From an optimization exercise on the open Yosys and OpenROAD flow, aimed at small area; shortcuts taken in it are not production practice.
No activity file was given, so power comes from the tool's default toggle rates.

juniper:
==> flow/design.v (excerpt) <==
module udma_i2c_control
(
	input  logic                      clk_i,
	input  logic                      rstn_i,
	input  logic                [3:0] ext_events_i,
	input  logic                [7:0] data_tx_i,
	input  logic                      data_tx_valid_i,
	output logic                      data_tx_ready_o,
	output logic                [7:0] data_rx_o,
	output logic                      data_rx_valid_o,
	input  logic                      data_rx_ready_i,
	input  logic                      sw_rst_i,
	output logic                      busy_o,
	output logic                      al_o,
	output logic                      eot_o,
	output logic                      ack_no,
	output logic                      err_o,
	input  logic                      scl_i,
	output logic                      scl_o,
	output logic                      scl_oe,
	input  logic                      sda_i,
	output logic                      sda_o,
  ...
export LEC_CHECK = 0
export CAP_MARGIN = 20
export CORE_MARGIN = 2
export CORE_UTILIZATION = 40
export SLEW_MARGIN = 20
create_clock -name core_clock -period 5.0 [get_ports {clk_i}]
standard.sh (not shown) runs the stock make flow with config.mk's settings and CLKGATE_MAP_FILE= SYNTH_SCRIPT=/design/flow/synth_recipe.tcl, a recipe that flattens the netlist after the stock synthesis.
==> flow/flow/run.sh <==
#!/bin/bash
# Layout flow: the standard ORFS flow (standard.sh), with
#  - port buffers of the smallest buffer cell instead of clkdlybuf4s50_1,
#  - clock tree synthesis without dummy loads and with small clock buffers.
# Each tool's output goes to the ORFS logs under orfs/logs; make's own output
# goes to flow_make.log in this folder.
set -euo pipefail
export BUFFER_PORTS_ARGS="-buffer_cell sky130_fd_sc_hd__buf_1"
export CTS_ARGS="-sink_clustering_enable -repair_clock_nets -dont_use_dummy_load -buf_list sky130_fd_sc_hd__clkbuf_8"
bash standard.sh > flow_make.log 2>&1
> inputs changed (juniper -> zinc)
--- a/flow/flow/run.sh
+++ b/flow/flow/run.sh
@@ -7,4 +7,4 @@
 set -euo pipefail
 export BUFFER_PORTS_ARGS="-buffer_cell sky130_fd_sc_hd__buf_1"
-export CTS_ARGS="-sink_clustering_enable -repair_clock_nets -dont_use_dummy_load -buf_list sky130_fd_sc_hd__clkbuf_8"
+export CTS_ARGS="-sink_clustering_enable -repair_clock_nets -dont_use_dummy_load -buf_list {sky130_fd_sc_hd__clkbuf_4 sky130_fd_sc_hd__clkbuf_8}"
 bash standard.sh > flow_make.log 2>&1
Findings:
Comparing juniper with zinc, the wire length of the first global-routing pass came out essentially unchanged.
met2 wire length of zinc is on par with juniper.
Reported for juniper and zinc, final hold slack turned out identical to the last digit.
Diff zinc..juniper | area used by multi-input combinational logic | unchanged
Diff juniper..zinc | area added between synthesis and finish | unchanged
juniper -> zinc: sequential share of layout area delta 0, exact match
Detailed-route vias per instance came out exactly the same in juniper and zinc.
The share of flip-flops with an asynchronous set or reset after synthesis on zinc is in line with that on juniper.
Re post-placement setup slack: no difference whatsoever between zinc and juniper.
Changes in indigo relative to zinc:
--- a/flow/flow/run.sh
+++ b/flow/flow/run.sh
@@ -7,4 +7,4 @@
 set -euo pipefail
 export BUFFER_PORTS_ARGS="-buffer_cell sky130_fd_sc_hd__buf_1"
-export CTS_ARGS="-sink_clustering_enable -repair_clock_nets -dont_use_dummy_load -buf_list {sky130_fd_sc_hd__clkbuf_4 sky130_fd_sc_hd__clkbuf_8}"
+export CTS_ARGS="-sink_clustering_enable -repair_clock_nets -dont_use_dummy_load -buf_list sky130_fd_sc_hd__clkbuf_8 -sink_clustering_size 40 -sink_clustering_max_diameter 300"
 bash standard.sh > flow_make.log 2>&1
## What came out
Final cell count came out exactly the same in indigo and zinc. zinc → indigo: final number of setup-violating endpoints flat, die area comparable. On number of DRC violations after detailed-routing iteration 0, zinc tracks indigo almost exactly.
--- input diff indigo..amber ---
--- a/flow/flow/run.sh
+++ b/flow/flow/run.sh
@@ -7,4 +7,4 @@
 set -euo pipefail
 export BUFFER_PORTS_ARGS="-buffer_cell sky130_fd_sc_hd__buf_1"
-export CTS_ARGS="-sink_clustering_enable -repair_clock_nets -dont_use_dummy_load -buf_list sky130_fd_sc_hd__clkbuf_8 -sink_clustering_size 40 -sink_clustering_max_diameter 300"
+export CTS_ARGS="-sink_clustering_enable -repair_clock_nets -dont_use_dummy_load -buf_list sky130_fd_sc_hd__clkbuf_4 -root_buf sky130_fd_sc_hd__clkbuf_8 -sink_clustering_size 20 -sink_clustering_max_diameter 300"
 bash standard.sh > flow_make.log 2>&1
From indigo to amber the numbers moved as follows: number of distinct standard cells referenced by the synthesized netlist saw little to no change, power in combinational cells level.
From indigo to amber the numbers moved as follows: via count grew by 25, setup slack of the critical path after layout now sits higher.
Compared with indigo, amber ends up with a smaller final cell area.
~same post-synthesis sequential area ratio in amber and indigo
Post-cts hold buffer count across amber and indigo: no real change.
amber vs indigo, core utilization went down by 0.63 points.
No run of this note included a check of the RTL's function; only the layout flow was run.

separate check: timing with driven ports:
How much do the figures lean on ideal ports? The routed layouts below were timed once more, with nothing changed but the port constraints.
Step 1 sets driving cells, clkbuf_16 on the clock port and buf_2 on the other inputs (assumed; they add their load-dependent delay and slew).
Step 2 moves the port delays by t, midway between the first and last clock arrival at a register: inputs arrive t later, outputs are due t later. That takes back most of the time a late clock gives input paths.
a / b / c = ideal / step 1 / step 2; a / b = the first two.
run | t, ns | setup slack, ns | worst setup path after step 2 | clock arrival spread, ns | pins driven straight from the clock port
juniper | 0.471 | 1.346 / 1.309 / 1.548 | register to register | 0.019 / 0.019 | 1
zinc | 0.471 | 1.346 / 1.309 / 1.548 | register to register | 0.019 / 0.019 | 1
indigo | 0.471 | 1.346 / 1.309 / 1.548 | register to register | 0.019 / 0.019 | 1
amber | 0.436 | 1.368 / 1.332 / 1.530 | register to register | 0.030 / 0.030 | 1
After both steps setup and hold are still met in every run listed.
